What follows belongs to an exercise in optimizing a design on an open flow for small area, a short achievable clock period and few clock cycles; a production flow would make more cautious choices. Function was checked by simulation only, so behaviour that the tests miss may differ from the original. Power figures rest on the tool's default switching activity, not on a simulated workload.

$ cat flow/flow/post_resize.tcl
# Hook run by ORFS's resize step (POST_RESIZE_TCL), after repair_design on the global placement.
# 1. The port buffers that buffer_ports chose (the library's weakest buffer, a delay cell) become
#    buf_4, or buf_1 on the wide data inputs, which have time to spare.
# 2. repair_timing with the setup margin in setup_margin.txt, on placement parasitics.
foreach inst [get_cells -quiet {input* output*}] {
  set ref [get_property $inst ref_name]
  if { ![string match "sky130_fd_sc_hd__*buf*" $ref] } { continue }
  set want sky130_fd_sc_hd__buf_4
  foreach pin [get_pins -of_objects $inst -filter "direction==input"] {
    foreach p [get_ports -quiet -of_objects [get_nets -of_objects $pin]] {
      if { [string match "mem_data_i*" [get_name $p]] || [string match "imem_data_i*" [get_name $p]] } {
        set want sky130_fd_sc_hd__buf_1
      }
    }
  }
  if { $ref != $want } {
    replace_cell $inst $want
  }
}
estimate_parasitics -placement
set fp [open [file join [file dirname [info script]] setup_margin.txt]]
set margin [string trim [read $fp]]
close $fp
repair_timing -setup -setup_margin $margin -repair_tns 100 -verbose
report_worst_slack -max
$ cat flow/design.v
module mul_csa_ex(input [31:0] a_i, input [31:0] b_i, output [191:0] rows_o);
wire [32:0] bx = {b_i, 1'b0};
wire [32:0] a1 = {1'b0, a_i};
wire [32:0] a2 = {a_i, 1'b0};
wire d0_one = bx[1] ^ bx[0];
wire d0_two = (bx[2] & ~bx[1] & ~bx[0]) | (~bx[2] & bx[1] & bx[0]);
wire d0_neg = bx[2] & ~(bx[1] & bx[0]);
wire [31:0] m0 = ({32{d0_one}} & a1[31:0]) | ({32{d0_two}} & a2[31:0]);
wire [31:0] pp0 = m0 ^ {32{d0_neg}};
wire d1_one = bx[3] ^ bx[2];
wire d1_two = (bx[4] & ~bx[3] & ~bx[2]) | (~bx[4] & bx[3] & bx[2]);
wire d1_neg = bx[4] & ~(bx[3] & bx[2]);
wire [29:0] m1 = ({30{d1_one}} & a1[29:0]) | ({30{d1_two}} & a2[29:0]);
wire [31:0] pp1 = {m1 ^ {30{d1_neg}}, 2'b0};
wire d2_one = bx[5] ^ bx[4];
wire d2_two = (bx[6] & ~bx[5] & ~bx[4]) | (~bx[6] & bx[5] & bx[4]);
wire d2_neg = bx[6] & ~(bx[5] & bx[4]);
wire [27:0] m2 = ({28{d2_one}} & a1[27:0]) | ({28{d2_two}} & a2[27:0]);
wire [31:0] pp2 = {m2 ^ {28{d2_neg}}, 4'b0};
wire d3_one = bx[7] ^ bx[6];
wire d3_two = (bx[8] & ~bx[7] & ~bx[6]) | (~bx[8] & bx[7] & bx[6]);
wire d3_neg = bx[8] & ~(bx[7] & bx[6]);
wire [25:0] m3 = ({26{d3_one}} & a1[25:0]) | ({26{d3_two}} & a2[25:0]);
wire [31:0] pp3 = {m3 ^ {26{d3_neg}}, 6'b0};
wire d4_one = bx[9] ^ bx[8];
wire d4_two = (bx[10] & ~bx[9] & ~bx[8]) | (~bx[10] & bx[9] & bx[8]);
wire d4_neg = bx[10] & ~(bx[9] & bx[8]);
wire [23:0] m4 = ({24{d4_one}} & a1[23:0]) | ({24{d4_two}} & a2[23:0]);
wire [31:0] pp4 = {m4 ^ {24{d4_neg}}, 8'b0};
wire d5_one = bx[11] ^ bx[10];
wire d5_two = (bx[12] & ~bx[11] & ~bx[10]) | (~bx[12] & bx[11] & bx[10]);
wire d5_neg = bx[12] & ~(bx[11] & bx[10]);
wire [21:0] m5 = ({22{d5_one}} & a1[21:0]) | ({22{d5_two}} & a2[21:0]);
wire [31:0] pp5 = {m5 ^ {22{d5_neg}}, 10'b0};
wire d6_one = bx[13] ^ bx[12];
wire d6_two = (bx[14] & ~bx[13] & ~bx[12]) | (~bx[14] & bx[13] & bx[12]);
wire d6_neg = bx[14] & ~(bx[13] & bx[12]);
wire [19:0] m6 = ({20{d6_one}} & a1[19:0]) | ({20{d6_two}} & a2[19:0]);
wire [31:0] pp6 = {m6 ^ {20{d6_neg}}, 12'b0};
wire d7_one = bx[15] ^ bx[14];
wire d7_two = (bx[16] & ~bx[15] & ~bx[14]) | (~bx[16] & bx[15] & bx[14]);
wire d7_neg = bx[16] & ~(bx[15] & bx[14]);
wire [17:0] m7 = ({18{d7_one}} & a1[17:0]) | ({18{d7_two}} & a2[17:0]);
wire [31:0] pp7 = {m7 ^ {18{d7_neg}}, 14'b0};
wire d8_one = bx[17] ^ bx[16];
wire d8_two = (bx[18] & ~bx[17] & ~bx[16]) | (~bx[18] & bx[17] & bx[16]);
wire d8_neg = bx[18] & ~(bx[17] & bx[16]);
wire [15:0] m8 = ({16{d8_one}} & a1[15:0]) | ({16{d8_two}} & a2[15:0]);
wire [31:0] pp8 = {m8 ^ {16{d8_neg}}, 16'b0};
wire d9_one = bx[19] ^ bx[18];
wire d9_two = (bx[20] & ~bx[19] & ~bx[18]) | (~bx[20] & bx[19] & bx[18]);
wire d9_neg = bx[20] & ~(bx[19] & bx[18]);
wire [13:0] m9 = ({14{d9_one}} & a1[13:0]) | ({14{d9_two}} & a2[13:0]);
wire [31:0] pp9 = {m9 ^ {14{d9_neg}}, 18'b0};
wire d10_one = bx[21] ^ bx[20];
wire d10_two = (bx[22] & ~bx[21] & ~bx[20]) | (~bx[22] & bx[21] & bx[20]);
wire d10_neg = bx[22] & ~(bx[21] & bx[20]);
wire [11:0] m10 = ({12{d10_one}} & a1[11:0]) | ({12{d10_two}} & a2[11:0]);
wire [31:0] pp10 = {m10 ^ {12{d10_neg}}, 20'b0};
wire d11_one = bx[23] ^ bx[22];
wire d11_two = (bx[24] & ~bx[23] & ~bx[22]) | (~bx[24] & bx[23] & bx[22]);
wire d11_neg = bx[24] & ~(bx[23] & bx[22]);
wire [9:0] m11 = ({10{d11_one}} & a1[9:0]) | ({10{d11_two}} & a2[9:0]);
wire [31:0] pp11 = {m11 ^ {10{d11_neg}}, 22'b0};
wire d12_one = bx[25] ^ bx[24];
wire d12_two = (bx[26] & ~bx[25] & ~bx[24]) | (~bx[26] & bx[25] & bx[24]);
wire d12_neg = bx[26] & ~(bx[25] & bx[24]);
wire [7:0] m12 = ({8{d12_one}} & a1[7:0]) | ({8{d12_two}} & a2[7:0]);
wire [31:0] pp12 = {m12 ^ {8{d12_neg}}, 24'b0};
wire d13_one = bx[27] ^ bx[26];
wire d13_two = (bx[28] & ~bx[27] & ~bx[26]) | (~bx[28] & bx[27] & bx[26]);
wire d13_neg = bx[28] & ~(bx[27] & bx[26]);
wire [5:0] m13 = ({6{d13_one}} & a1[5:0]) | ({6{d13_two}} & a2[5:0]);
wire [31:0] pp13 = {m13 ^ {6{d13_neg}}, 26'b0};
wire d14_one = bx[29] ^ bx[28];
wire d14_two = (bx[30] & ~bx[29] & ~bx[28]) | (~bx[30] & bx[29] & bx[28]);
wire d14_neg = bx[30] & ~(bx[29] & bx[28]);
wire [3:0] m14 = ({4{d14_one}} & a1[3:0]) | ({4{d14_two}} & a2[3:0]);
wire [31:0] pp14 = {m14 ^ {4{d14_neg}}, 28'b0};
wire d15_one = bx[31] ^ bx[30];
wire d15_two = (bx[32] & ~bx[31] & ~bx[30]) | (~bx[32] & bx[31] & bx[30]);
wire d15_neg = bx[32] & ~(bx[31] & bx[30]);
wire [1:0] m15 = ({2{d15_one}} & a1[1:0]) | ({2{d15_two}} & a2[1:0]);
wire [31:0] pp15 = {m15 ^ {2{d15_neg}}, 30'b0};
wire [31:0] ppn = {1'b0, d15_neg, 1'b0, d14_neg, 1'b0, d13_neg, 1'b0, d12_neg, 1'b0, d11_neg, 1'b0, d10_neg, 1'b0, d9_neg, 1'b0, d8_neg, 1'b0, d7_neg, 1'b0, d6_neg, 1'b0, d5_neg, 1'b0, d4_neg, 1'b0, d3_neg, 1'b0, d2_neg, 1'b0, d1_neg, 1'b0, d0_neg};
wire [31:0] es0_0 = pp0 ^ pp1 ^ pp2;
wire [31:0] ec0_0m = (pp0 & pp1) | (pp0 & pp2) | (pp1 & pp2);
wire [31:0] ec0_0 = {ec0_0m[30:0], 1'b0};
wire [31:0] es0_1 = pp3 ^ pp4 ^ pp5;
wire [31:0] ec0_1m = (pp3 & pp4) | (pp3 & pp5) | (pp4 & pp5);
wire [31:0] ec0_1 = {ec0_1m[30:0], 1'b0};
wire [31:0] es0_2 = pp6 ^ pp7 ^ pp8;
wire [31:0] ec0_2m = (pp6 & pp7) | (pp6 & pp8) | (pp7 & pp8);
wire [31:0] ec0_2 = {ec0_2m[30:0], 1'b0};
wire [31:0] es0_3 = pp9 ^ pp10 ^ pp11;
wire [31:0] ec0_3m = (pp9 & pp10) | (pp9 & pp11) | (pp10 & pp11);
wire [31:0] ec0_3 = {ec0_3m[30:0], 1'b0};
wire [31:0] es0_4 = pp12 ^ pp13 ^ pp14;
wire [31:0] ec0_4m = (pp12 & pp13) | (pp12 & pp14) | (pp13 & pp14);
wire [31:0] ec0_4 = {ec0_4m[30:0], 1'b0};
wire [31:0] es1_0 = es0_0 ^ ec0_0 ^ es0_1;
wire [31:0] ec1_0m = (es0_0 & ec0_0) | (es0_0 & es0_1) | (ec0_0 & es0_1);
wire [31:0] ec1_0 = {ec1_0m[30:0], 1'b0};
wire [31:0] es1_1 = ec0_1 ^ es0_2 ^ ec0_2;
wire [31:0] ec1_1m = (ec0_1 & es0_2) | (ec0_1 & ec0_2) | (es0_2 & ec0_2);
wire [31:0] ec1_1 = {ec1_1m[30:0], 1'b0};
wire [31:0] es1_2 = es0_3 ^ ec0_3 ^ es0_4;
wire [31:0] ec1_2m = (es0_3 & ec0_3) | (es0_3 & es0_4) | (ec0_3 & es0_4);
wire [31:0] ec1_2 = {ec1_2m[30:0], 1'b0};
wire [31:0] es1_3 = ec0_4 ^ pp15 ^ ppn;
wire [31:0] ec1_3m = (ec0_4 & pp15) | (ec0_4 & ppn) | (pp15 & ppn);
wire [31:0] ec1_3 = {ec1_3m[30:0], 1'b0};
wire [31:0] es2_0 = es1_0 ^ ec1_0 ^ es1_1;
wire [31:0] ec2_0m = (es1_0 & ec1_0) | (es1_0 & es1_1) | (ec1_0 & es1_1);
wire [31:0] ec2_0 = {ec2_0m[30:0], 1'b0};
wire [31:0] es2_1 = ec1_1 ^ es1_2 ^ ec1_2;
wire [31:0] ec2_1m = (ec1_1 & es1_2) | (ec1_1 & ec1_2) | (es1_2 & ec1_2);
wire [31:0] ec2_1 = {ec2_1m[30:0], 1'b0};
assign rows_o = {ec1_3, es1_3, ec2_1, es2_1, ec2_0, es2_0};
endmodule
module mul_csa_mem(input [191:0] rows_i, output [31:0] p_o);
wire [31:0] r0 = rows_i[31:0];
wire [31:0] r1 = rows_i[63:32];
wire [31:0] r2 = rows_i[95:64];
wire [31:0] r3 = rows_i[127:96];
wire [31:0] r4 = rows_i[159:128];
wire [31:0] r5 = rows_i[191:160];
wire [31:0] ms0_0 = r0 ^ r1 ^ r2;
wire [31:0] mc0_0m = (r0 & r1) | (r0 & r2) | (r1 & r2);
wire [31:0] mc0_0 = {mc0_0m[30:0], 1'b0};
wire [31:0] ms0_1 = r3 ^ r4 ^ r5;
wire [31:0] mc0_1m = (r3 & r4) | (r3 & r5) | (r4 & r5);
wire [31:0] mc0_1 = {mc0_1m[30:0], 1'b0};
wire [31:0] ms1_0 = ms0_0 ^ mc0_0 ^ ms0_1;
wire [31:0] mc1_0m = (ms0_0 & mc0_0) | (ms0_0 & ms0_1) | (mc0_0 & ms0_1);
wire [31:0] mc1_0 = {mc1_0m[30:0], 1'b0};
wire [31:0] ms2_0 = ms1_0 ^ mc1_0 ^ mc0_1;
wire [31:0] mc2_0m = (ms1_0 & mc1_0) | (ms1_0 & mc0_1) | (mc1_0 & mc0_1);
wire [31:0] mc2_0 = {mc2_0m[30:0], 1'b0};
Adder add_p(.a_i(ms2_0), .b_i(mc2_0), .c_i(1'b0), .s_o(p_o));
endmodule
module Adder
(
    a_i,
    b_i,
    c_i,
    s_o
);
input   [31:0]  a_i, b_i;
input           c_i;
output  [31:0]  s_o;
wire [31:0] g0 = a_i & b_i;
wire [31:0] p0 = a_i ^ b_i;
wire [31:0] g [0:5];
wire [31:0] p [0:5];
assign g[0] = {g0[31:1], g0[0] | (p0[0] & c_i)};
assign p[0] = p0;
genvar l, i;
generate
    for (l = 0; l < 5; l = l + 1) begin : g_lvl
        for (i = 0; i < 32; i = i + 1) begin : g_bit
            if (i >= (1 << l)) begin : g_op
                assign g[l+1][i] = g[l][i] | (p[l][i] & g[l][i-(1<<l)]);
                assign p[l+1][i] = p[l][i] & p[l][i-(1<<l)];
            end
            else begin : g_pass
                assign g[l+1][i] = g[l][i];
                assign p[l+1][i] = p[l][i];
            end
        end
    end
endgenerate
assign s_o = p0 ^ {g[5][30:0], c_i};
endmodule
module CPU
(
    clk_i,
    rst_i,
    imem_addr_o,
    imem_data_i,
    mem_data_i,
    mem_ack_i,
    mem_data_o,
    mem_addr_o,
    mem_enable_o,
    mem_write_o,
    wb_valid_o,
    wb_rd_o,
    wb_data_o
);
input               clk_i;
input               rst_i;
input   [255:0]     mem_data_i;
input               mem_ack_i;
output  [255:0]     mem_data_o;
output  [31:0]      mem_addr_o;
output              mem_enable_o;
output              mem_write_o;
output  [31:0]      imem_addr_o;
input   [31:0]      imem_data_i;
output              wb_valid_o;
output  [4:0]       wb_rd_o;
output  [31:0]      wb_data_o;
localparam OP_ADD = 3'd0, OP_SUB = 3'd1, OP_AND = 3'd2, OP_OR = 3'd3, OP_ZERO = 3'd4;
wire        stall;           
wire        hazard;          
wire        taken;           
reg  [31:0] pc;
wire [31:0] pc4 = pc + 32'd4;
wire        if_jump = (imem_data_i[31:26] == 6'b000010);
wire [31:0] jtarget = {pc4[31:28], imem_data_i[25:0], 2'b00};
reg  [31:0] ex_btarget;
assign imem_addr_o = pc;
wire [31:0] pc_seq = hazard ? pc : pc4;
wire [31:0] pc_nxt = taken ? ex_btarget : (if_jump & ~hazard) ? jtarget : pc_seq;
always @(posedge clk_i or negedge rst_i) begin
    if (~rst_i)
        pc <= 32'd0;
    else if (~stall)
        pc <= pc_nxt;
end
reg  [31:0] id_inst;
reg  [31:0] id_pc4;
always @(posedge clk_i or negedge rst_i) begin
    if (~rst_i)
        id_inst <= 32'd0;
    else if (~stall) begin
        if (taken)
            id_inst <= 32'd0;
        else if (~hazard)
            id_inst <= imem_data_i;
    end
end
always @(posedge clk_i) begin
    if (~stall & ~hazard)
        id_pc4 <= pc4;
end
wire [5:0]  id_op    = id_inst[31:26];
wire [4:0]  id_rs    = id_inst[25:21];
wire [4:0]  id_rt    = id_inst[20:16];
wire [4:0]  id_rd    = id_inst[15:11];
wire [5:0]  id_funct = id_inst[5:0];
wire [15:0] id_imm   = id_inst[15:0];
wire id_isR    = (id_op == 6'b000000);
wire id_isAddi = (id_op == 6'b001000);
wire id_isOri  = (id_op == 6'b001101);
wire id_isLw   = (id_op == 6'b100011);
wire id_isSw   = (id_op == 6'b101011);
wire id_isBeq  = (id_op == 6'b000100) && (id_imm != 16'd0);    
wire id_isMul  = id_isR && (id_funct == 6'b011000);
wire [4:0] id_dest = id_isR ? id_rd : (id_isAddi | id_isOri | id_isLw) ? id_rt : 5'd0;
wire       id_useImm = id_isAddi | id_isOri | id_isLw | id_isSw;
wire       id_useRt  = id_isR | id_isSw | id_isBeq;
reg  [2:0] id_aluop;
always @(*) begin
    if (id_isR) begin
        case (id_funct)
            6'b100000: id_aluop = OP_ADD;
            6'b100010: id_aluop = OP_SUB;
            6'b100100: id_aluop = OP_AND;
            6'b100101: id_aluop = OP_OR;
            default:   id_aluop = OP_ZERO;    
        endcase
    end
    else if (id_isOri)
        id_aluop = OP_OR;
    else
        id_aluop = OP_ADD;
end
reg  [31:0] regs [1:31];
reg  [4:0]  wb_dest;
reg  [31:0] wb_data;
reg         wb_valid;        
always @(posedge clk_i) begin
    if (wb_dest != 5'd0)
        regs[wb_dest] <= wb_data;
end
reg  [31:0] rd_a, rd_b;
integer k;
always @(*) begin
    rd_a = 32'd0;
    rd_b = 32'd0;
    for (k = 1; k < 32; k = k + 1) begin
        rd_a = rd_a | (regs[k] & {32{id_rs == k}});
        rd_b = rd_b | (regs[k] & {32{id_rt == k}});
    end
end
wire [31:0] rf_a = (id_rs != 5'd0 && id_rs == wb_dest) ? wb_data : rd_a;
wire [31:0] rf_b = (id_rt != 5'd0 && id_rt == wb_dest) ? wb_data : rd_b;
reg  [4:0]  ex_dest;
reg         ex_isLw, ex_isMul;
reg  [4:0]  mem_dest;
assign hazard = (ex_isLw | ex_isMul) && (ex_dest != 5'd0) &&
                ((ex_dest == id_rs) || (id_useRt && ex_dest == id_rt));
wire id_fa_m = (id_rs != 5'd0) && (id_rs == ex_dest);
wire id_fa_w = (id_rs != 5'd0) && (id_rs == mem_dest);
wire id_fb_m = (id_rt != 5'd0) && (id_rt == ex_dest);
wire id_fb_w = (id_rt != 5'd0) && (id_rt == mem_dest);
wire [31:0] id_btarget;
Adder add_bt(.a_i(id_pc4), .b_i({14'd0, id_imm, 2'b00}), .c_i(1'b0), .s_o(id_btarget));
reg  [31:0] ex_a, ex_b;
reg  [15:0] ex_imm;
reg  [2:0]  ex_aluop;
reg         ex_useImm;
reg         ex_rs0;
reg         ex_isSw, ex_isBeq;
reg         ex_fa_m, ex_fa_w, ex_fb_m, ex_fb_w;
always @(posedge clk_i or negedge rst_i) begin
    if (~rst_i) begin
        ex_dest  <= 5'd0;
        ex_isLw  <= 1'b0;
        ex_isSw  <= 1'b0;
        ex_isMul <= 1'b0;
        ex_isBeq <= 1'b0;
    end
    else if (~stall) begin
        if (taken | hazard) begin
            ex_dest  <= 5'd0;
            ex_isLw  <= 1'b0;
            ex_isSw  <= 1'b0;
            ex_isMul <= 1'b0;
            ex_isBeq <= 1'b0;
        end
        else begin
            ex_dest  <= id_dest;
            ex_isLw  <= id_isLw;
            ex_isSw  <= id_isSw;
            ex_isMul <= id_isMul;
            ex_isBeq <= id_isBeq;
        end
    end
end
always @(posedge clk_i) begin
    if (~stall) begin
        ex_a       <= rf_a;
        ex_b       <= rf_b;
        ex_imm     <= id_imm;
        ex_aluop   <= id_aluop;
        ex_useImm  <= id_useImm;
        ex_rs0     <= (id_rs == 5'd0);
        ex_fa_m    <= id_fa_m;
        ex_fa_w    <= id_fa_w & ~id_fa_m;
        ex_fb_m    <= id_fb_m;
        ex_fb_w    <= id_fb_w & ~id_fb_m;
        ex_btarget <= id_btarget;
    end
end
reg  [31:0] mem_res;
wire [31:0] opa = ex_fa_m ? mem_res : ex_fa_w ? wb_data : ex_a;
wire [31:0] opb = ex_fb_m ? mem_res : ex_fb_w ? wb_data : ex_b;
wire [31:0] alub = ex_useImm ? {16'd0, ex_imm} : opb;
wire        ex_sub = (ex_aluop == OP_SUB);
wire [31:0] addsub;
Adder add_alu(.a_i(opa), .b_i(alub ^ {32{ex_sub}}), .c_i(ex_sub), .s_o(addsub));
reg  [31:0] alu_res;
always @(*) begin
    case (ex_aluop)
        OP_ADD:  alu_res = addsub;
        OP_SUB:  alu_res = addsub;
        OP_AND:  alu_res = opa & alub;
        OP_OR:   alu_res = opa | alub;
        default: alu_res = 32'd0;
    endcase
end
assign taken = ex_isBeq && (opa == opb);
wire [191:0] mul_rows;
mul_csa_ex mul_ex(.a_i(opa & {32{ex_isMul}}), .b_i(opb & {32{ex_isMul}}), .rows_o(mul_rows));
reg  [31:0] mem_sd;
reg         mem_isLw, mem_isSw, mem_isMul;
reg  [191:0] mem_rows;
always @(posedge clk_i or negedge rst_i) begin
    if (~rst_i) begin
        mem_dest  <= 5'd0;
        mem_isLw  <= 1'b0;
        mem_isSw  <= 1'b0;
        mem_isMul <= 1'b0;
    end
    else if (~stall) begin
        mem_dest  <= ex_dest;
        mem_isLw  <= ex_isLw;
        mem_isSw  <= ex_isSw;
        mem_isMul <= ex_isMul;
    end
end
always @(posedge clk_i) begin
    if (~stall) begin
        mem_res  <= alu_res;
        mem_sd   <= opb;
    end
end
always @(posedge clk_i)
    mem_rows <= mul_rows;
wire [31:0] mul_res;
mul_csa_mem mul_mem(.rows_i(mem_rows), .p_o(mul_res));
wire [5:0]  line = mem_res[10:5];
wire [2:0]  woff = mem_res[4:2];
reg  [255:0] f_data;
reg  [5:0]   f_tag;
reg          f_valid, f_dirty;
reg  [5:0]   m_tag;
reg          m_valid;
reg          busy;           
reg          busy_rd;        
reg  [5:0]   pend_line;      
reg          sb_valid;
reg  [5:0]   sb_line;
reg  [2:0]   sb_woff;
reg  [31:0]  sb_data;
reg  [8:0]   next_ld;        
reg          mh_f, mh_m;     
reg          msb;            
reg          mseq;           
reg          sb_hm;          
wire mem_op = mem_isLw | mem_isSw;
reg          req_en, req_wr;
reg  [5:0]   req_line;
reg          req_sb;         
reg          req_pf;         
reg  [5:0]   pf_line;        
wire sb_drain = sb_valid & sb_hm & ~busy_rd & (~f_dirty | (req_en & req_wr & req_sb));
wire f_fill  = mem_isSw & ~mh_f & mh_m & ~sb_valid & ~busy_rd & ~f_dirty;
wire sb_take = mem_isSw & ~mh_f & ~f_fill & ~msb & (~sb_valid | sb_drain);
wire rd_me   = busy_rd & mem_ack_i & (pend_line == line);
wire ld_wait = mem_isLw & (msb | (~mh_f & (~mh_m | busy_rd) & ~rd_me));
wire sw_wait = mem_isSw & (mh_f ? sb_drain : ~f_fill & ~sb_take);
assign stall = sw_wait | ld_wait;
wire seq_go  = mem_isLw & ~mh_f & mh_m & mseq & ~sb_valid & ~busy_rd;
wire pf_copy = req_en & req_pf & ~req_wr & ~f_fill & ~(mem_isSw & mh_f);    
wire f_clean = req_en & req_pf & req_wr;                                     
assign mem_enable_o = req_en;
assign mem_write_o  = req_wr;
assign mem_addr_o   = {21'd0, req_line, 5'd0};
assign mem_data_o   = f_data;
wire       busy_n  = req_en | (busy & ~mem_ack_i);
wire       rd_done = busy_rd & mem_ack_i;
wire       f_load  = f_fill | pf_copy | sb_drain;
wire [5:0] f_tag_n = sb_drain ? sb_line : f_fill ? line : pf_copy ? pf_line : f_tag;
wire       f_val_n = f_valid | f_load;
wire       f_dirty_n = f_fill | sb_drain | (mem_isSw & mh_f) | (f_dirty & ~f_clean);
wire       sb_val_n  = (sb_valid & ~sb_drain) | sb_take;
wire [5:0] sb_line_n = sb_take ? line : sb_line;
wire       pf_n    = ~sb_val_n & seq_go;
wire       if_memop = ((imem_data_i[31:26] == 6'b100011) | (imem_data_i[31:26] == 6'b101011)) &
                      (imem_data_i[25:21] == 5'd0);
wire [21:0] nx_a [0:1];
genvar ga;
generate
    for (ga = 0; ga < 2; ga = ga + 1) begin : g_nx
        wire       ack     = (ga == 1);
        wire       a_rdme  = busy_rd & ack & (pend_line == line);
        wire       a_stall = sw_wait | (mem_isLw & (msb | (~mh_f & (~mh_m | busy_rd) & ~a_rdme)));
        wire       a_done  = busy_rd & ack;
        wire       a_busy  = req_en | (busy & ~ack);
        wire       isLw_n  = a_stall ? mem_isLw : ex_isLw;
        wire       isSw_n  = a_stall ? mem_isSw : ex_isSw;
        wire [5:0] line_n  = a_stall ? line : alu_res[10:5];
        wire [8:0] word_n  = a_stall ? mem_res[10:2] : alu_res[10:2];
        wire       xop_n   = a_stall ? (ex_isLw | ex_isSw) & ex_rs0 :
                             ~(taken | hazard) & (id_isLw | id_isSw) & (id_rs == 5'd0);
        wire [5:0] xline_n = a_stall ? ex_imm[10:5] : id_imm[10:5];
        wire       iop_n   = (a_stall | hazard) ? (id_isLw | id_isSw) & (id_rs == 5'd0) : ~taken & if_memop;
        wire [5:0] iline_n = (a_stall | hazard) ? id_imm[10:5] : imem_data_i[10:5];
        wire [8:0] next_ld_n = (mem_isLw & ~a_stall) ? mem_res[10:2] + 9'd1 : next_ld;
        wire       mh_f_n  = f_val_n & (f_tag_n == line_n);
        wire       mh_m_n  = a_done ? (pend_line == line_n) : (m_valid & (m_tag == line_n));
        wire       msb_n   = sb_val_n & (sb_line_n == line_n);
        wire       mseq_n  = (word_n == next_ld_n);
        wire       sb_hm_n = a_done ? (pend_line == sb_line_n) : (m_valid & (m_tag == sb_line_n));
        wire       xh_f_n  = f_val_n & (f_tag_n == xline_n);
        wire       xh_m_n  = a_done ? (pend_line == xline_n) : (m_valid & (m_tag == xline_n));
        wire       ih_f_n  = f_val_n & (f_tag_n == iline_n);
        wire       ih_m_n  = a_done ? (pend_line == iline_n) : (m_valid & (m_tag == iline_n));
        wire       xreq_n  = xop_n & ~xh_f_n & ~xh_m_n;
        wire       op_n    = isLw_n | isSw_n;
        wire       wr_n    = sb_val_n ? sb_hm_n & f_dirty_n : pf_n & f_dirty_n;
        wire       en_n    = ~a_busy & (sb_val_n ? ~sb_hm_n | f_dirty_n :
                                        pf_n | (op_n ? ~mh_f_n & ~mh_m_n : xreq_n | (iop_n & ~ih_f_n & ~ih_m_n)));
        wire [5:0] rline_n = wr_n ? f_tag_n : sb_val_n ? sb_line_n : pf_n ? line + 6'd1 :
                             op_n ? line_n : xreq_n ? xline_n : iline_n;
        assign nx_a[ga] = {en_n, wr_n, rline_n, mh_f_n, mh_m_n, msb_n, mseq_n, sb_hm_n, next_ld_n};
    end
endgenerate
wire [21:0] nx = mem_ack_i ? nx_a[1] : nx_a[0];
wire       en_n      = nx[21];
wire       wr_n      = nx[20];
wire [5:0] rline_n   = nx[19:14];
wire       mh_f_n    = nx[13];
wire       mh_m_n    = nx[12];
wire       msb_n     = nx[11];
wire       mseq_n    = nx[10];
wire       sb_hm_n   = nx[9];
wire [8:0] next_ld_n = nx[8:0];
always @(posedge clk_i or negedge rst_i) begin
    if (~rst_i) begin
        busy     <= 1'b0;
        busy_rd  <= 1'b0;
        m_valid  <= 1'b0;
        f_valid  <= 1'b0;
        f_dirty  <= 1'b0;
        sb_valid <= 1'b0;
        next_ld  <= 9'd0;
        mh_f     <= 1'b0;
        mh_m     <= 1'b0;
        msb      <= 1'b0;
        mseq     <= 1'b0;
        sb_hm    <= 1'b0;
        req_en   <= 1'b0;
        req_wr   <= 1'b0;
        req_sb   <= 1'b0;
        req_pf   <= 1'b0;
    end
    else begin
        if (req_en) begin
            busy    <= 1'b1;
            busy_rd <= ~req_wr;
        end
        else if (mem_ack_i) begin
            busy    <= 1'b0;
            busy_rd <= 1'b0;
        end
        if (rd_done)
            m_valid <= 1'b1;
        f_valid  <= f_val_n;
        f_dirty  <= f_dirty_n;
        sb_valid <= sb_val_n;
        next_ld  <= next_ld_n;
        mh_f     <= mh_f_n;
        mh_m     <= mh_m_n;
        msb      <= msb_n;
        mseq     <= mseq_n;
        sb_hm    <= sb_hm_n;
        req_en   <= en_n;
        req_wr   <= wr_n;
        req_sb   <= sb_val_n;
        req_pf   <= pf_n;
    end
end
always @(posedge clk_i) begin
    if (rd_done)
        m_tag <= pend_line;
    if (req_en)
        pend_line <= req_line;
    if (f_load)
        f_tag <= f_tag_n;
    req_line <= rline_n;
    if (seq_go)
        pf_line <= line;
    if (sb_take) begin
        sb_line <= line;
        sb_woff <= woff;
        sb_data <= mem_sd;
    end
end
wire [31:0] st_data = sb_drain ? sb_data : mem_sd;
wire [2:0]  st_woff = sb_drain ? sb_woff : woff;
wire        st_any  = sb_drain | mem_isSw;
genvar gw;
generate
    for (gw = 0; gw < 8; gw = gw + 1) begin : g_fword
        wire sel = (st_woff == gw);
        always @(posedge clk_i) begin
            if (f_load | (mem_isSw & mh_f & (woff == gw)))
                f_data[32*gw+31:32*gw] <= (st_any & sel) ? st_data : mem_data_i[32*gw+31:32*gw];
        end
    end
endgenerate
wire [31:0] f_word = f_data[32*woff +: 32];
wire [31:0] m_word = mem_data_i[32*woff +: 32];
wire [31:0] ld_word = mh_f ? f_word : m_word;
always @(posedge clk_i or negedge rst_i) begin
    if (~rst_i) begin
        wb_dest  <= 5'd0;
        wb_valid <= 1'b0;
    end
    else begin
        wb_valid <= ~stall & (mem_dest != 5'd0);
        if (~stall)
            wb_dest <= mem_dest;
    end
end
always @(posedge clk_i) begin
    if (~stall)
        wb_data <= mem_isLw ? ld_word : mem_isMul ? mul_res : mem_res;
end
assign wb_valid_o = wb_valid;
assign wb_rd_o    = wb_dest;
assign wb_data_o  = wb_data;
endmodule
$ cat flow/flow/setup_margin.txt
10.3
$ cat flow/config.mk
export PLATFORM = sky130hd
export DESIGN_NAME = CPU
export DESIGN_NICKNAME = CPU
export VERILOG_FILES = /design/flow/design.v
export SDC_FILE = /design/flow/constraint.sdc
export NUM_CORES = 4
export LEC_CHECK = 0
export CAP_MARGIN = 20
export CORE_MARGIN = 2
export CORE_UTILIZATION = 40
export CTS_CLUSTER_DIAMETER = 60
export CTS_CLUSTER_SIZE = 20
export PLACE_DENSITY = 0.6
export SLEW_MARGIN = 20
$ cat flow/constraint.sdc
create_clock -name core_clock -period 15.0 [get_ports {clk_i}]
set_input_delay 3.0000 -clock core_clock [delete_from_list [all_inputs] [get_ports {clk_i}]]
set_output_delay 3.0000 -clock core_clock [all_outputs]
set_load 0.01 [all_outputs]
$ cat flow/standard.sh
#!/bin/bash
# synth_recipe.tcl (not shown) runs the flow's synth.tcl, then flattens the netlist and writes it again
# the make line also repeats each setting of config.mk as NAME=value (left out here)
make -C /OpenROAD-flow-scripts/flow DESIGN_CONFIG=/design/flow/config.mk WORK_HOME=/design/flow/orfs CLKGATE_MAP_FILE= SYNTH_SCRIPT=/design/flow/synth_recipe.tcl "${@:-finish}"
$ cat flow/flow/run.sh
#!/bin/bash
# Layout flow: the standard layout (standard.sh: the standard synthesis, floorplan, placement,
# CTS and routing at the design's clock period and SDC) with two changes:
#  - repair_timing is asked to leave a setup margin (flow/setup_margin.txt), so that it sizes and
#    buffers the critical paths beyond what the 15 ns clock needs;
#  - after placement's repair_design, flow/post_resize.tcl makes the port buffers buf_4 and runs
#    repair_timing on the placement.
# make's output goes to make_finish.log here; each ORFS step keeps its own log under orfs/logs/.
set -euo pipefail
cd "$(dirname "$0")/.."
MARGIN=$(cat flow/setup_margin.txt)
echo "standard layout with SETUP_SLACK_MARGIN=$MARGIN and flow/post_resize.tcl"
bash standard.sh finish SETUP_SLACK_MARGIN="$MARGIN" POST_RESIZE_TCL="$PWD/flow/post_resize.tcl" \
  > make_finish.log 2>&1 || { tail -50 make_finish.log; exit 1; }
tail -5 make_finish.log
ls -l out/final.def
==> results.sh, run 1 <==
export IMPL_result_of_the_run="no timing/DRC/antenna violations"
export IMPL_critical_path_reg2reg_endpoint="req_en"
export IMPL_postSynthAreaPerCell_um2=12.1
export IMPL_rsz0062_at_grt="yes"
export IMPL_synth_area_top_cells="edfxtp_1 48%, a22oi_1 4.9%, xnor2_1 4.6%"
export IMPL_coreArea_um2=241000
export IMPL_clock_path_buffers=3
export IMPL_number_of_top_level_pins=651
export IMPL_netlist_cell_types=109
export IMPL_number_of_instances_in_the_synthesized_netlist=7984
export IMPL_insertion_delay_ps=890
export IMPL_globalplace_congestion=1.00
export IMPL_crit_reg2reg_launch="ex_fb_w"
export IMPL_setup_worst_path_start="ex_fb_w"
export IMPL_post_layout_total_power_mw=16.9
export IMPL_die_height_um=496
export IMPL_synth_top_flop_cell="edfxtp_1"
export IMPL_arrival_ps=5520
export IMPL_reg2reg_slack_ps=10210
export IMPL_cp_data_required_time_ps=15730
export IMPL_holdCritPathClass="flop to flop"
export IMPL_detailedRoute_firstPassIterationCount=12
export IMPL_hold_fix_buffers_cts=0
export IMPL_initial_utilization_pct=40.2
export IMPL_final_setup_tns_ps=0
export IMPL_cp_endpoint="req_en"
export IMPL_power_frac_comb_pct=35.7
export IMPL_layout_area_overhead_vs_synth_pct=18.8
export IMPL_vias_per_cell=6.88
export IMPL_critPathMaxFanout=9
export IMPL_final_min_period_over_clock_period_pct=32.0
export IMPL_synthDominantAreaCellType="edfxtp_1"
export IMPL_final_layout_size_suffix_gt1_share_pct=19.3
export IMPL_design_final_nets=9336
export IMPL_grtUsageTotal_pct=36.7
export IMPL_setup_violations_final=0
export IMPL_num_fill_cells=21500
export IMPL_max_slew_margin_rel_pct=13.3
export IMPL_hold_viol_final=0
export IMPL_tritoncts="built"
export IMPL_multi_input_comb_area_um2=43300
export IMPL_drtAntennaViolNets=0
export IMPL_die_area_um2=246000
export IMPL_p_switching_mw=6.33
export IMPL_power_clock_fraction_pct=25.1
export IMPL_drv_cap=0
export IMPL_final_hold_worst_slack_ps=423
export IMPL_grt_max_degree=79
export IMPL_irDropWorstVdd_v=0.000106
export IMPL_power_density_nw_per_um2=147
export IMPL_rows=180
export IMPL_htreeDepth=4
export IMPL_tightestPinTransition_ps=1290
export IMPL_drc=0
export IMPL_grt_antenna_before_repair=55
export IMPL_netSwitchingFraction_pct=37.4
export IMPL_synth_top_cell_area_share_pct=48.3
export IMPL_edff_count_synth=1556
export IMPL_setup_worst_path_class="flop to flop"
export IMPL_global_route_wire_length_before_repair_um=630000
export IMPL_drt_total_wl_um=467000
export IMPL_detailed_place_hpwl_um=287000
export IMPL_async_flop_share_pct=6.15
export IMPL_place_port_buffers=624
export IMPL_leakagePower_nw=41.2
export IMPL_wl_per_cell_um=38.8
export IMPL_pwr_share_seq_pct=39.2
export IMPL_fmax_ghz=0.209
export IMPL_via_count_of_the_first_global_routing_pass=77500
export IMPL_crit_path_start_kind="flop"
export IMPL_synth_ff_latch_count=1790
export IMPL_drt_first_iter_violations=16500
export IMPL_ctsRootBufferMaster="clkbuf_16"
export IMPL_cp_end_kind="flop"
export IMPL_register_area_um2=52000
export IMPL_period_minus_slack_ps=4790
export IMPL_timing_max_transition_violations_final=0
export IMPL_cts_bufs_inserted=151
export IMPL_die_x_extent_um=496
export IMPL_clock_sink_count=1790
export IMPL_post_synth_most_frequent_cells="1556 x edfxtp_1, 657 x nand2_1, 627 x a22oi_1, 508 x xnor2_1, 467 x o21ai_0"
export IMPL_overflow=0
export IMPL_finClkSkew_ps=53.7
export IMPL_synth_most_common_cell="edfxtp_1"
export IMPL_num_vias=82700
export IMPL_clk_transition_reported_paths_ps=70
export IMPL_worst_r2r_path_depth=18
export IMPL_synth_cell_area_um2=96800
export IMPL_p_int_mw=10.6
export IMPL_synth_yosys_seq_area_share_pct=53.7
export IMPL_yosys_warnings=2
routing by layer:
layer	vias to the layer above	wire [um]	track usage (%)	part of all wire, %
met4	42	40400	24.7	8.7
li1	32100	-	-	-
met1	40400	159000	44.5	34
met2	7957	196000	53.5	42
met3	2203	70500	14.8	15
met5	-	462	0.367	0.099
sequential cells by signal (all words and copies together) (netlist names), 9 cells and up:
name        count
ex_a           32
mem_res        32
next_ld         9
id_pc4         32
ex_btarget     32
mem_rows      112
wb_data        32
ex_b           32
mem_sd         32
ex_imm         16
sb_data        32
regs          992
f_data        256
pc             32
id_inst        32
how the worst min path moves through the flow:
| stage | from | end | cells past startpoint |
|---|---|---|---|
| 2_1_floorplan | id_pc4[0] | ex_btarget[0] | 0 |
| 3_3_place_gp | id_pc4[1] | ex_btarget[1] | 0 |
| 3_5_place_dp | id_pc4[1] | ex_btarget[1] | 0 |
| 4_1_cts | id_pc4[0] | ex_btarget[0] | 0 |
| 5_1_grt | id_pc4[0] | ex_btarget[0] | 0 |
| 6_report | id_pc4[0] | ex_btarget[0] | 0 |
layout by cell type (no fill, tap or decap), types with 51 or more instances in the layout:
master	n
edfxtp_1	1556
buf_4	702
nand2_1	632
a22oi_1	624
xnor2_1	501
o21ai_0	418
inv_1	305
nor2_1	289
a22o_1	278
buf_1	255
a221oi_1	227
fa_1	198
a21oi_1	182
nand4_1	175
clkbuf_16	169
mux2i_1	168
mux4_2	160
ha_1	156
dfxtp_1	124
nand3_1	122
dfrtp_1	102
xor2_1	101
nor2_4	100
nor3_1	95
a222oi_1	67
o21ai_1	51
stage by stage:
step                cell area, um^2  setup slack, ps  instances  utilization, %
CTS                          113000            10110      11900            47.2
global placement             107000             8450      11500            44.7
detailed placement           106000             9920      11500            44.2
finish                       115000            10210      12000            47.8
floorplan                     97000            10300       8009               -
global route                 115000            10070      12000            47.8
power by group through the flow:
| stage | combinational (mW) | sequential (mW) | clock [mW] |
|---|---|---|---|
| after floorplan | 2.65 | 6.71 | 0 |
| after detailed placement | 4.97 | 6.69 | 0 |
| after global routing | 6.22 | 6.64 | 4.42 |
| after CTS | 5.53 | 6.60 | 4.24 |
| final | 6.04 | 6.62 | 4.24 |
| after global placement | 4.84 | 6.68 | 0 |
final cells by class:
class	instances	share of cell area, %
clock inverter	102	1.09
multi-input combinational	5290	37.7
timing repair inverter	2	0.0196
timing repair buffer	1112	7.96
sequential	1790	45.2
tap	3185	3.46
antenna	41	0.0892
clock buffer	166	3.39
inverter	328	1.15
worst max-delay path, cell delays in order (launching register included):
cell and delay (ps):
edfxtp_1 430, buf_12 180, buf_4 140, mux2_2 330
o211ai_1 370, nand2_1 170, xnor2_1 290, ha_4 290
a21oi_4 180, nand2_2 80, xor2_2 160, a211oi_4 430
a2bb2oi_1 130, a211oi_1 270, or4b_4 520, o32ai_4 140
o32a_1 190, a31oi_1 90, a211o_1 270
logic make-up after synthesis:
kind of cell	count (synthesis)	synth area share [%]
compound gates	2199	16.3
xor+xnor	614	5.56
fa+ha+maj	383	6.48
buf+inv	932	3.86
flops	1790	53.7
mux	385	6.10
other cells	1	0.00387
simple gates	1680	8.02
repair_timing:
item | 4_1_cts | 5_1_grt
endpoints found under the setup margin | 51 | 88
gates cloned | 26 | 8
setup buffers | 65 | 78
pin swaps | 14 | 49
gates resized for setup | 147 | 138
Testbench counts, summed over its fixed seeds: cycles 55,864.
==> run 2: changes to the inputs <==
--- a/flow/flow/run.sh
+++ b/flow/flow/run.sh
@@ -3,7 +3,8 @@
 # CTS and routing at the design's clock period and SDC) with two changes:
 #  - repair_timing is asked to leave a setup margin (flow/setup_margin.txt), so that it sizes and
 #    buffers the critical paths beyond what the 15 ns clock needs;
-#  - after placement's repair_design, flow/post_resize.tcl makes the port buffers buf_4 and runs
+#  - after placement's repair_design, flow/post_resize.tcl resizes the port buffers (buf_4, or
+#    buf_1 on the wide data inputs) and runs
 #    repair_timing on the placement.
 # make's output goes to make_finish.log here; each ORFS step keeps its own log under orfs/logs/.
 set -euo pipefail
--- a/flow/config.mk
+++ b/flow/config.mk
@@ -7,7 +7,7 @@
 export LEC_CHECK = 0
 export CAP_MARGIN = 20
 export CORE_MARGIN = 2
-export CORE_UTILIZATION = 40
+export CORE_UTILIZATION = 50
 export CTS_CLUSTER_DIAMETER = 60
 export CTS_CLUSTER_SIZE = 20
 export PLACE_DENSITY = 0.6
==> run 2 against run 1 <==
Still clean on timing, DRC and antenna. Sequential share of layout area increased by 0.50 points. Flip-flop and latch count unchanged. Sequential power about the same. Via count decreased by 0.50%. Design area decreased by 1.1%. Worst setup slack got worse by 130 ps. Routed wire length decreased by 0.82%. Clock-buffer cell count decreased by 3. Worst hold slack got worse by 0.58 ps. Critical path type unchanged. Largest power group unchanged.
==> results.sh, run 2 <==
export IMPL_cp_data_required_time_ps=15570
export IMPL_critical_path_cell_chain="clkbuf_16 -> mux2i_4 -> o21a_1 -> inv_1 -> ha_1 -> a21o_1 -> a21o_1 -> o21a_4 -> buf_12 -> o311ai_2 -> a31oi_1 -> o21a_1 -> or2_2 -> a31oi_1 -> xor2_1 -> o22ai_1"
export IMPL_wl_per_cell_um=40.9
export IMPL_synth_cell_area_um2=96800
export IMPL_setup_worst_path_class="flop to flop"
export IMPL_async_flop_share_pct=6.15
export IMPL_max_slew_margin_rel_pct=13.7
export IMPL_die_height_um=444
export IMPL_drv_cap=0
export IMPL_final_min_period_over_clock_period_pct=32.8
export IMPL_cp_end_kind="flop"
export IMPL_arrival_ps=5490
export IMPL_rows=161
export IMPL_crit_family="compound AO/OA/AOI/OAI gates"
export IMPL_ctsRootBufferMaster="clkbuf_16"
export IMPL_layout_area_overhead_vs_synth_pct=17.5
export IMPL_coreArea_um2=192000
export IMPL_synth_yosys_seq_area_share_pct=53.7
export IMPL_finalCoreUtilization_pct=59.1
export IMPL_design_final_nets=9317
export IMPL_synth_top_flop_cell="edfxtp_1"
export IMPL_result_of_the_run="no timing/DRC/antenna violations"
export IMPL_placed_cells=10900
export IMPL_critical_path_max_stage_delay_ps=430
export IMPL_holdCritPathClass="flop to flop"
export IMPL_clk_transition_reported_paths_ps=70
export IMPL_finalInstanceArea_um2=114000
export IMPL_cp_endpoint="mem_res[26]"
export IMPL_grtUsageTotal_pct=45.5
export IMPL_synthDominantAreaCellType="edfxtp_1"
export IMPL_grt_max_degree=95
export IMPL_die_x_extent_um=444
export IMPL_final_common_cell="edfxtp_1"
export IMPL_clock_path_buffers=3
export IMPL_rsz0062_at_grt="yes"
export IMPL_final_layout_size_suffix_gt1_share_pct=19.0
export IMPL_setup_violations_final=0
export IMPL_grt_antenna_before_repair=43
export IMPL_yosys_warnings=2
export IMPL_drt_total_wl_um=463000
export IMPL_dpl_instance_area_um2=106000
export IMPL_timing_critical_path_depth=16
export IMPL_clock_sink_count=1790
export IMPL_timing_max_transition_violations_final=0
export IMPL_global_route_wire_length_before_repair_um=624000
export IMPL_globalplace_congestion=0.985
export IMPL_setup_worst_path_start="ex_fa_w"
export IMPL_finClkSkew_ps=56.8
export IMPL_detailed_place_hpwl_um=281000
export IMPL_netlist_cell_types=109
export IMPL_biggestRegsByFlops="regs: 992 flops, f_data: 256 flops, mem_rows: 112 flops"
export IMPL_insertion_delay_ps=870
export IMPL_post_synth_most_frequent_cells="1556 x edfxtp_1, 657 x nand2_1, 627 x a22oi_1, 508 x xnor2_1, 467 x o21ai_0"
export IMPL_detailedRoute_firstPassIterationCount=13
export IMPL_tritoncts="built"
export IMPL_final_hold_worst_slack_ps=423
export IMPL_postSynthAreaPerCell_um2=12.1
export IMPL_timing_critical_path_slowest_stage_cell="mux2i_4"
export IMPL_drt_first_iter_violations=16200
export IMPL_final_cell_mix="1556 x edfxtp_1, 685 x buf_4, 637 x nand2_1, 624 x a22oi_1, 496 x xnor2_1"
export IMPL_synth_top_cell_area_share_pct=48.3
export IMPL_place_port_buffers=624
export IMPL_number_of_instances_in_the_synthesized_netlist=7984
export IMPL_largest_register_ffs=992
export IMPL_htreeDepth=4
export IMPL_cts_bufs_inserted=148
export IMPL_hold_viol_final=0
export IMPL_crit_reg2reg_launch="ex_fa_w"
export IMPL_overflow=0
export IMPL_synth_area_top_cells="edfxtp_1 48%, a22oi_1 4.9%, xnor2_1 4.6%"
export IMPL_crit_path_start_kind="flop"
export IMPL_fmax_ghz=0.203
export IMPL_final_setup_tns_ps=0
export IMPL_synth_most_common_cell="edfxtp_1"
export IMPL_leakagePower_nw=40.9
export IMPL_drc=0
export IMPL_largest_register="regs"
export IMPL_number_of_top_level_pins=651
export IMPL_critical_path_reg2reg_endpoint="mem_res[26]"
export IMPL_irDropWorstVdd_v=0.000141
export IMPL_drtAntennaViolNets=0
export IMPL_finalNonFillerCells=11300
export IMPL_synth_ff_latch_count=1790
export IMPL_tightestPinTransition_ps=1290
export IMPL_critPathMaxFanout=32
export IMPL_worst_r2r_path_depth=16
export IMPL_via_count_of_the_first_global_routing_pass=77100
export IMPL_num_vias=82200
export IMPL_period_minus_slack_ps=4920
export IMPL_die_area_um2=197000
export IMPL_vias_per_cell=7.26
export IMPL_initial_utilization_pct=50.3
export IMPL_timing_critical_path_buf_inv=3
export IMPL_reg2reg_slack_ps=10080
export IMPL_edff_count_synth=1556
export IMPL_power_density_nw_per_um2=147
run 2: cell counts after synthesis:
Identical to the previous run, type by type.
run 2: worst register-to-register path: stages, from the launching register on:
cell,delay (ps)
edfxtp_1,380
clkbuf_16,270
mux2i_4,490
o21a_1,390
inv_1,260
ha_1,410
a21o_1,190
a21o_1,210
o21a_4,250
buf_12,140
o311ai_2,400
a31oi_1,200
o21a_1,230
or2_2,300
a31oi_1,230
xor2_1,190
o22ai_1,100
run 2: final cells by class:
cell class | instances | area [um^2]
inverter | 328 | 1310
timing repair buffer | 1097 | 8800
multi-input combinational | 5289 | 43300
fill | 15600 | 78600
sequential | 1790 | 52000
clock buffer | 163 | 3930
timing repair inverter | 2 | 22.5
antenna | 32 | 80.1
tap | 2526 | 3160
clock inverter | 100 | 1230
run 2: routing by layer:
layer	vias up	track usage (%)	part of all wire [%]
met3	2090	16.4	15
met4	22	31.2	8.9
met5	-	0	0.041
li1	32000	-	-
met1	40600	56.3	34
met2	7626	66.6	42
run 2: power breakdown:
| part | switching [mW] | internal [mW] |
|---|---|---|
| combinational | 3.66 | 2.24 |
| clock | 2.10 | 2.16 |
| sequential | 0.409 | 6.21 |
| total | 6.17 | 10.6 |
run 2: kinds of logic after synthesis:
group,after synthesis,synth area share (%)
and+or+nand+nor,1680,8.02
other,1,0.00387
adders and majority gates,383,6.48
DFF,1790,53.7
AOI/OAI and AO/OA,2199,16.3
xor gates and xnor gates,614,5.56
buffers and inverters,932,3.86
muxes,385,6.10
run 2: per-stage QoR:
step / worst slack (ps) / power, mW
final: 10080 / 16.8
after global routing: 10030 / 17.1
after CTS: 10190 / 16.3
after detailed placement: 10000 / 11.7
after global placement: 7360 / 11.5
after floorplan: 10300 / 9.36
run 2: how the worst min path moves through the flow:
stage / from / to / slack (ps) / depth (start not counted)
3_3_place_gp: id_pc4[0] / ex_btarget[0] / 400 / 0
5_1_grt: id_pc4[1] / ex_btarget[1] / 430 / 0
2_1_floorplan: id_pc4[0] / ex_btarget[0] / 400 / 0
6_report: id_pc4[1] / ex_btarget[1] / 420 / 0
4_1_cts: id_pc4[1] / ex_btarget[1] / 420 / 0
3_5_place_dp: id_pc4[1] / ex_btarget[1] / 410 / 0
run 2: repair_timing:
action,in CTS,in global routing
hold buffers,0,0
pin swaps,20,52
resized for setup,125,116
setup endpoints to repair,46,55
hold endpoints to repair,0,0
buffers inserted,47,67
gates cloned,19,6
==> run 3: changes to the inputs <==
==> flow/flow/setup_margin.txt (replaced) <==
10.2
--- a/flow/config.mk
+++ b/flow/config.mk
@@ -7,7 +7,7 @@
 export LEC_CHECK = 0
 export CAP_MARGIN = 20
 export CORE_MARGIN = 2
-export CORE_UTILIZATION = 50
+export CORE_UTILIZATION = 40
 export CTS_CLUSTER_DIAMETER = 60
 export CTS_CLUSTER_SIZE = 20
 export PLACE_DENSITY = 0.6
==> run 3 against run 2 <==
Still clean. Sequential power about the same. Die area increased by 25%. First-iteration DRC count decreased by 7.0%. Sequential share of layout area increased by 0.46 points. Area after synthesis unchanged. Core utilization decreased by 12 points. Synthesized cell count unchanged. Clock skew decreased by 4.7 ps. Worst hold slack improved by 5.9 ps. Maximum frequency increased by 1.6%. Design area decreased by 1.0%. Final cell count increased by 4.9%. Critical endpoint is now req_en. Largest power group unchanged. Highest routed layer unchanged.
==> results.sh, run 3 <==
export IMPL_result_of_the_run="no timing/DRC/antenna violations"
export IMPL_yosys_warnings=2
export IMPL_rsz0062_at_grt="yes"
export IMPL_timing_critical_path_buf_inv=5
export IMPL_design_final_nets=9216
export IMPL_biggestRegsByFlops="regs: 992 flops, f_data: 256 flops, mem_rows: 112 flops"
export IMPL_ctsRootBufferMaster="clkbuf_16"
export IMPL_post_layout_total_power_mw=16.3
export IMPL_arrival_ps=5550
export IMPL_place_port_buffers=624
export IMPL_via_count_of_the_first_global_routing_pass=76500
export IMPL_crit_path_start_kind="flop"
export IMPL_drc=0
export IMPL_final_setup_tns_ps=0
export IMPL_num_vias=80900
export IMPL_holdCritPathClass="flop to flop"
export IMPL_grtUsageTotal_pct=35.7
export IMPL_drv_cap=0
export IMPL_clock_sink_count=1790
export IMPL_synth_ff_latch_count=1790
export IMPL_grt_max_degree=85
export IMPL_final_min_period_over_clock_period_pct=32.3
export IMPL_drtAntennaViolNets=0
export IMPL_drt_first_iter_violations=15100
export IMPL_die_area_um2=246000
export IMPL_rows=180
export IMPL_die_x_extent_um=496
export IMPL_hold_viol_final=0
export IMPL_drt_total_wl_um=454000
export IMPL_async_flop_share_pct=6.15
export IMPL_clk_transition_reported_paths_ps=80
export IMPL_setup_worst_path_class="flop to flop"
export IMPL_overflow=0
export IMPL_post_synth_most_frequent_cells="1556 x edfxtp_1, 657 x nand2_1, 627 x a22oi_1, 508 x xnor2_1, 467 x o21ai_0"
export IMPL_edff_count_synth=1556
export IMPL_globalplace_congestion=0.989
export IMPL_die_height_um=496
export IMPL_cp_end_kind="flop"
export IMPL_synth_yosys_seq_area_share_pct=53.7
export IMPL_max_slew_margin_rel_pct=10.6
export IMPL_wl_per_cell_um=38.2
export IMPL_synthDominantAreaCellType="edfxtp_1"
export IMPL_fmax_ghz=0.207
export IMPL_final_common_cell="edfxtp_1"
export IMPL_largest_register_ffs=992
export IMPL_insertion_delay_ps=880
export IMPL_setup_violations_final=0
export IMPL_worst_r2r_path_depth=22
export IMPL_irDropWorstVdd_v=0.000134
export IMPL_cp_common_cell="buf_12"
export IMPL_finClkSkew_ps=52.1
export IMPL_tightestPinTransition_ps=1330
export IMPL_netlist_cell_types=109
export IMPL_finalNonFillerCells=11900
export IMPL_final_layout_size_suffix_gt1_share_pct=17.6
export IMPL_number_of_instances_in_the_synthesized_netlist=7984
export IMPL_largest_register="regs"
export IMPL_num_fill_cells=21700
export IMPL_initial_utilization_pct=40.2
export IMPL_power_density_nw_per_um2=145
export IMPL_synth_area_top_cells="edfxtp_1 48%, a22oi_1 4.9%, xnor2_1 4.6%"
export IMPL_timing_max_transition_violations_final=0
export IMPL_period_minus_slack_ps=4840
export IMPL_htreeDepth=4
export IMPL_critPathMaxFanout=5
export IMPL_global_route_wire_length_before_repair_um=615000
export IMPL_critical_path_max_stage_delay_ps=570
export IMPL_critical_path_cell_chain="buf_6 -> buf_12 -> mux2i_4 -> o21a_4 -> buf_12 -> nor2_4 -> a21oi_2 -> xnor2_2 -> inv_1 -> fa_2 -> nor2b_4 -> o2111ai_4 -> a21oi_2 -> o21a_2 -> o31ai_4 -> buf_12 -> a21oi_4 -> xnor2_1 -> or4_4 -> a2111oi_4 -> o21ai_0 -> a211o_1"
export IMPL_timing_critical_path_slowest_stage_cell="or4_4"
export IMPL_postSynthAreaPerCell_um2=12.1
export IMPL_crit_family="compound AO/OA/AOI/OAI gates"
export IMPL_detailed_place_hpwl_um=288000
export IMPL_synth_most_common_cell="edfxtp_1"
export IMPL_cp_data_required_time_ps=15710
export IMPL_tritoncts="built"
export IMPL_clock_path_buffers=3
export IMPL_final_cell_mix="1556 x edfxtp_1, 639 x nand2_1, 629 x buf_4, 623 x a22oi_1, 498 x xnor2_1"
export IMPL_vias_per_cell=6.80
export IMPL_coreArea_um2=241000
export IMPL_hold_path_depth=0
export IMPL_synth_top_cell_area_share_pct=48.3
export IMPL_layout_area_overhead_vs_synth_pct=16.3
export IMPL_synth_top_flop_cell="edfxtp_1"
export IMPL_synth_cell_area_um2=96800
export IMPL_detailedRoute_firstPassIterationCount=13
export IMPL_grt_antenna_before_repair=47
export IMPL_number_of_top_level_pins=651
export IMPL_timing_critical_path_depth=22
export IMPL_placed_cells=11500
export IMPL_cts_bufs_inserted=153
export IMPL_leakagePower_nw=39.9
## run 3: logic make-up (layout without fill, tap and decap cells)
kind of cell | count (synthesis) | in the layout | synth area share [%]
AO/OA/AOI/OAI | 2199 | 2199 | 16.3
XOR/XNOR | 614 | 614 | 5.56
adder cells (fa/ha/maj) | 383 | 383 | 6.48
buffers and inverters | 932 | 1594 | 3.86
flip-flops | 1790 | 1790 | 53.7
multiplexers | 385 | 385 | 6.10
other | 1 | 54 | 0.00387
AND/OR/NAND/NOR | 1680 | 1682 | 8.02
## run 3: layer usage
layer  global-route usage [%]  part of all wire (%)  vias to the layer above
met5                     1.62                  0.15                        -
met4                     24.2                   8.8                       48
met3                     12.9                    14                     2034
met2                     52.8                    43                     7283
met1                     43.4                    34                    39800
li1                         -                     -                    31700
## run 3: metrics by stage
step	hold slack (ps)	area (um^2)	util [%]	setup WS, ps
2_1_floorplan	400	97000	-	10210
5_1_grt	441	113000	46.8	10010
4_1_cts	432	111000	46.3	10000
3_5_place_dp	415	106000	44.0	9870
3_3_place_gp	402	108000	44.7	8340
6_report	429	113000	46.8	10160
## run 3: worst paths after layout
kind | start | endpoint | slack (ps)
worst min-delay path | id_pc4[1] | ex_btarget[1] | 430
max in group asynchronous | rst_i | id_inst[17] | 11450
worst max-delay path | ex_fb_w | req_en | 10160
worst min register to register | id_pc4[1] | ex_btarget[1] | 430
min in group asynchronous | rst_i | id_inst[7] | 2230
worst max register to register | ex_fb_w | req_en | 10160
## run 3: report_power, final
part	switching [mW]	internal (mW)
clock network	2.16	2.11
logic	3.52	1.90
registers	0.382	6.21
total	6.07	10.2
## run 3: cell type report
type / count / area (um^2) / area share [%]
Timing Repair Buffer: 991 / 6990 / 6.21
Antenna cell: 28 / 70.1 / 0.0622
Clock buffer: 170 / 4050 / 3.60
Multi-Input combinational cell: 5289 / 43100 / 38.2
Sequential cell: 1790 / 52000 / 46.1
Tap cell: 3185 / 3990 / 3.54
Timing Repair inverter: 2 / 22.5 / 0.0200
Inverter: 328 / 1300 / 1.16
Clock inverter: 103 / 1150 / 1.02
## run 3: what timing repair did
| action | CTS | global route |
|---|---|---|
| pin swaps | 7 | 61 |
| hold buffers | 0 | 0 |
| resized for setup | 53 | 162 |
| cloned | 3 | 2 |
| setup buffers | 7 | 52 |
| setup endpoints to repair | 42 | 79 |
==> run 4: changes to the inputs <==
==> flow/flow/setup_margin.txt (replaced) <==
10.3
--- a/flow/config.mk
+++ b/flow/config.mk
@@ -7,8 +7,8 @@
 export LEC_CHECK = 0
 export CAP_MARGIN = 20
 export CORE_MARGIN = 2
-export CORE_UTILIZATION = 40
-export CTS_CLUSTER_DIAMETER = 60
-export CTS_CLUSTER_SIZE = 20
+export CORE_UTILIZATION = 50
+export CTS_CLUSTER_DIAMETER = 80
+export CTS_CLUSTER_SIZE = 24
 export PLACE_DENSITY = 0.6
 export SLEW_MARGIN = 20
==> run 4 against run 3 <==
Still clean. First-iteration DRC count is 4.7% higher. Maximum frequency shrank 0.15%. Combinational power rose by 4.4%. Synthesized cell count unchanged. Design area shrank 0.98%. Non-clock buffer count rose by 38. Via count increased by 0.31%. Worst hold slack improved by 2.1 ps. Critical path depth unchanged. Clock-buffer cell count fell by 43. Critical endpoint unchanged. Largest power group unchanged.
==> results.sh, run 4 <==
export IMPL_die_area_um2=197000
export IMPL_place_worst_setup_slack_ps=10000
export IMPL_fmax_ghz=0.206
export IMPL_cts_bufs_inserted=108
export IMPL_global_route_wire_length_before_repair_um=615000
export IMPL_htreeDepth=3
export IMPL_gr_usage_met3_pct=14.6
export IMPL_insertion_delay_ps=860
export IMPL_top_usage_layer="met2"
export IMPL_clock_path_buffers=3
export IMPL_number_of_instances_in_the_synthesized_netlist=7984
export IMPL_clock_sink_count=1790
export IMPL_grt_use_met1_pct=55.5
export IMPL_placed_cells=10900
export IMPL_synth_top_cell_area_share_pct=48.3
export IMPL_critical_path_cell_chain="buf_6 -> clkbuf_16 -> mux2i_4 -> o21a_2 -> buf_12 -> nor2_4 -> a21oi_2 -> xnor2_2 -> inv_1 -> fa_2 -> nor2b_4 -> o2111ai_4 -> nand2_2 -> xor2_2 -> a211oi_4 -> a2bb2oi_2 -> a211oi_2 -> or4b_4 -> o32ai_4 -> o32a_1 -> a31oi_1 -> a211o_1"
export IMPL_synth_yosys_seq_area_share_pct=53.7
export IMPL_critPathMaxFanout=6
export IMPL_timing_critical_path_slowest_stage_cell="or4b_4"
export IMPL_grt_use_met2_pct=65.9
export IMPL_ctsRootBufferMaster="clkbuf_16"
export IMPL_synth_most_common_cell="edfxtp_1"
export IMPL_dpl_instance_area_um2=106000
export IMPL_layout_area_overhead_vs_synth_pct=15.2
export IMPL_num_fill_cells=15800
export IMPL_drtAntennaViolNets=0
export IMPL_synth_cell_area_um2=96800
export IMPL_drt_total_wl_um=457000
export IMPL_yosys_warnings=2
export IMPL_result_of_the_run="no timing/DRC/antenna violations"
export IMPL_post_synth_most_frequent_cells="1556 x edfxtp_1, 657 x nand2_1, 627 x a22oi_1, 508 x xnor2_1, 467 x o21ai_0"
export IMPL_finalNonFillerCells=11200
export IMPL_multi_input_comb_area_um2=43300
export IMPL_die_x_extent_um=444
export IMPL_synth_area_top_cells="edfxtp_1 48%, a22oi_1 4.9%, xnor2_1 4.6%"
export IMPL_cp_data_required_time_ps=15690
export IMPL_wl_per_cell_um=40.8
export IMPL_coreArea_um2=192000
export IMPL_postSynthAreaPerCell_um2=12.1
export IMPL_setup_violations_final=0
export IMPL_rsz0062_at_grt="yes"
export IMPL_finalCoreUtilization_pct=58.0
export IMPL_async_flop_share_pct=6.15
export IMPL_drc=0
export IMPL_post_route_worst_setup_slack_ps=10150
export IMPL_place_port_buffers=624
export IMPL_post_layout_total_power_mw=15.7
export IMPL_final_min_period_over_clock_period_pct=32.3
export IMPL_grt_max_degree=95
export IMPL_synth_top_flop_cell="edfxtp_1"
export IMPL_netlist_cell_types=109
export IMPL_detailedRoute_firstPassIterationCount=10
export IMPL_finClkSkew_ps=76.4
export IMPL_critical_path_max_stage_delay_ps=520
export IMPL_largest_register="regs"
export IMPL_synthDominantAreaCellType="edfxtp_1"
export IMPL_drv_cap=0
export IMPL_tightestPinTransition_ps=1360
export IMPL_number_of_top_level_pins=651
export IMPL_overflow=0
export IMPL_final_hold_worst_slack_ps=431
export IMPL_globalplace_congestion=0.985
export IMPL_die_height_um=444
export IMPL_num_vias=81100
export IMPL_vias_per_cell=7.25
export IMPL_initial_utilization_pct=50.3
export IMPL_via_count_of_the_first_global_routing_pass=76300
export IMPL_register_area_um2=52000
export IMPL_holdCritPathClass="flop to flop"
export IMPL_cp_end_kind="flop"
export IMPL_grt_antenna_before_repair=38
export IMPL_arrival_ps=5530
export IMPL_rows=161
export IMPL_setup_worst_path_class="flop to flop"
export IMPL_final_layout_size_suffix_gt1_share_pct=17.5
export IMPL_clk_transition_reported_paths_ps=90
export IMPL_irDropWorstVdd_v=0.000145
export IMPL_final_setup_tns_ps=0
export IMPL_period_minus_slack_ps=4850
export IMPL_edff_count_synth=1556
export IMPL_max_slew_margin_rel_pct=9.21
export IMPL_design_final_nets=9209
export IMPL_crit_path_start_kind="flop"
export IMPL_detailed_place_hpwl_um=281000
export IMPL_finalInstanceArea_um2=112000
export IMPL_tritoncts="built"
export IMPL_biggestRegsByFlops="regs: 992 flops, f_data: 256 flops, mem_rows: 112 flops"
export IMPL_synth_ff_latch_count=1790
export IMPL_final_cell_mix="1556 x edfxtp_1, 637 x nand2_1, 630 x buf_4, 625 x a22oi_1, 499 x xnor2_1"
export IMPL_timing_max_transition_violations_final=0
export IMPL_largest_register_ffs=992
export IMPL_power_density_nw_per_um2=141
export IMPL_drt_first_iter_violations=15800
export IMPL_final_common_cell="edfxtp_1"
export IMPL_grtUsageTotal_pct=44.6
export IMPL_leakagePower_nw=39.7
export IMPL_hold_viol_final=0
run 4: worst paths after layout:
check                           from             to  slack, ps  depth (start not counted)
max reg2reg                  ex_fb_w         req_en      10150                         22
min in group asynchronous      rst_i         pc[15]       2270                          1
min                        id_pc4[1]  ex_btarget[1]        430                          0
min reg2reg                id_pc4[1]  ex_btarget[1]        430                          0
max                          ex_fb_w         req_en      10150                         22
max in group asynchronous      rst_i       ex_isMul      11330                          2
run 4: what timing repair did:
action | in CTS | in global routing
pin swaps | 15 | 49
endpoints found under the hold margin | 0 | 0
setup buffers | 17 | 38
endpoints found under the setup margin | 48 | 56
gates resized for setup | 117 | 99
hold buffers | 0 | 0
cloned | 3 | 13
run 4: kinds of logic after synthesis:
group,count (synthesis),synth area share [%]
AO/OA/AOI/OAI,2199,16.3
flip-flops,1790,53.7
AND/OR/NAND/NOR,1680,8.02
buffers and inverters,932,3.86
XOR/XNOR,614,5.56
multiplexers,385,6.10
adder cells (fa/ha/maj),383,6.48
other,1,0.00387
run 4: per-layer routing:
metal | routed length, um | vias up
met5 | 162 | -
met4 | 39900 | 22
met3 | 65900 | 1943
met2 | 195000 | 7293
met1 | 156000 | 40200
li1 | - | 31700
run 4: critical path, delay by kind of cell, from the launching register on:
family | cells | cell delay, ps
multiplexers | 1 | 190
flip-flops | 1 | 410
AND/OR/NAND/NOR | 4 | 890
AO/OA/AOI/OAI | 10 | 1960
XOR/XNOR | 2 | 280
buffers and inverters | 4 | 530
adder cells (fa/ha/maj) | 1 | 420
run 4: area by class of cell:
class	instances	share of cell area, %
flip-flops and latches	1790	46.6
multi-input cells	5289	38.8
repair buffers	1029	7.14
well taps	2526	2.83
clock buffers	127	2.59
inverters	328	1.17
clock inverters	67	0.749
diodes	34	0.0763
repair inverters	2	0.0202
run 4: report_power, final:
part           internal (mW)  switching, mW
Clock                   1.50           1.94
Combinational           2.09           3.58
Sequential              6.21          0.405
Total                   9.80           5.92

port drivers added, routing unchanged:
The results above use ideal ports. As a check the final layouts listed here were re-extracted and re-timed, cells and wires unchanged. Step 1 assumes that a clkbuf_16 drives the clock port and a buf_2 every other input. Step 2 times the ports against the registers' clock, not the clock port: input delays grow and output delays shrink by t, the midpoint of the rising clock arrivals with the driver on. Slacks: ideal ports / drivers / drivers and shift; pairs: ideal ports / drivers.
run	t (ns)	setup slack, ns	worst setup path at the end	latest minus earliest clock arrival (ns)	slew at the worst register clock pin (ns)
run 1	0.962	10.206 / 10.171 / 9.966	input to register	0.061 / 0.062	0.09 / 0.09
run 2	0.948	10.081 / 10.081 / 9.816	input to register	0.061 / 0.061	0.09 / 0.09
run 3	0.944	10.161 / 10.103 / 9.908	input to register	0.056 / 0.055	0.09 / 0.09
run 4	0.922	10.153 / 10.153 / 9.805	input to register	0.081 / 0.081	0.11 / 0.11
After both steps setup and hold are still met in every run listed. For run 4, which loses most, drivers alone change the setup slack by 0.000 ns; drivers and shift together by -0.348 ns.
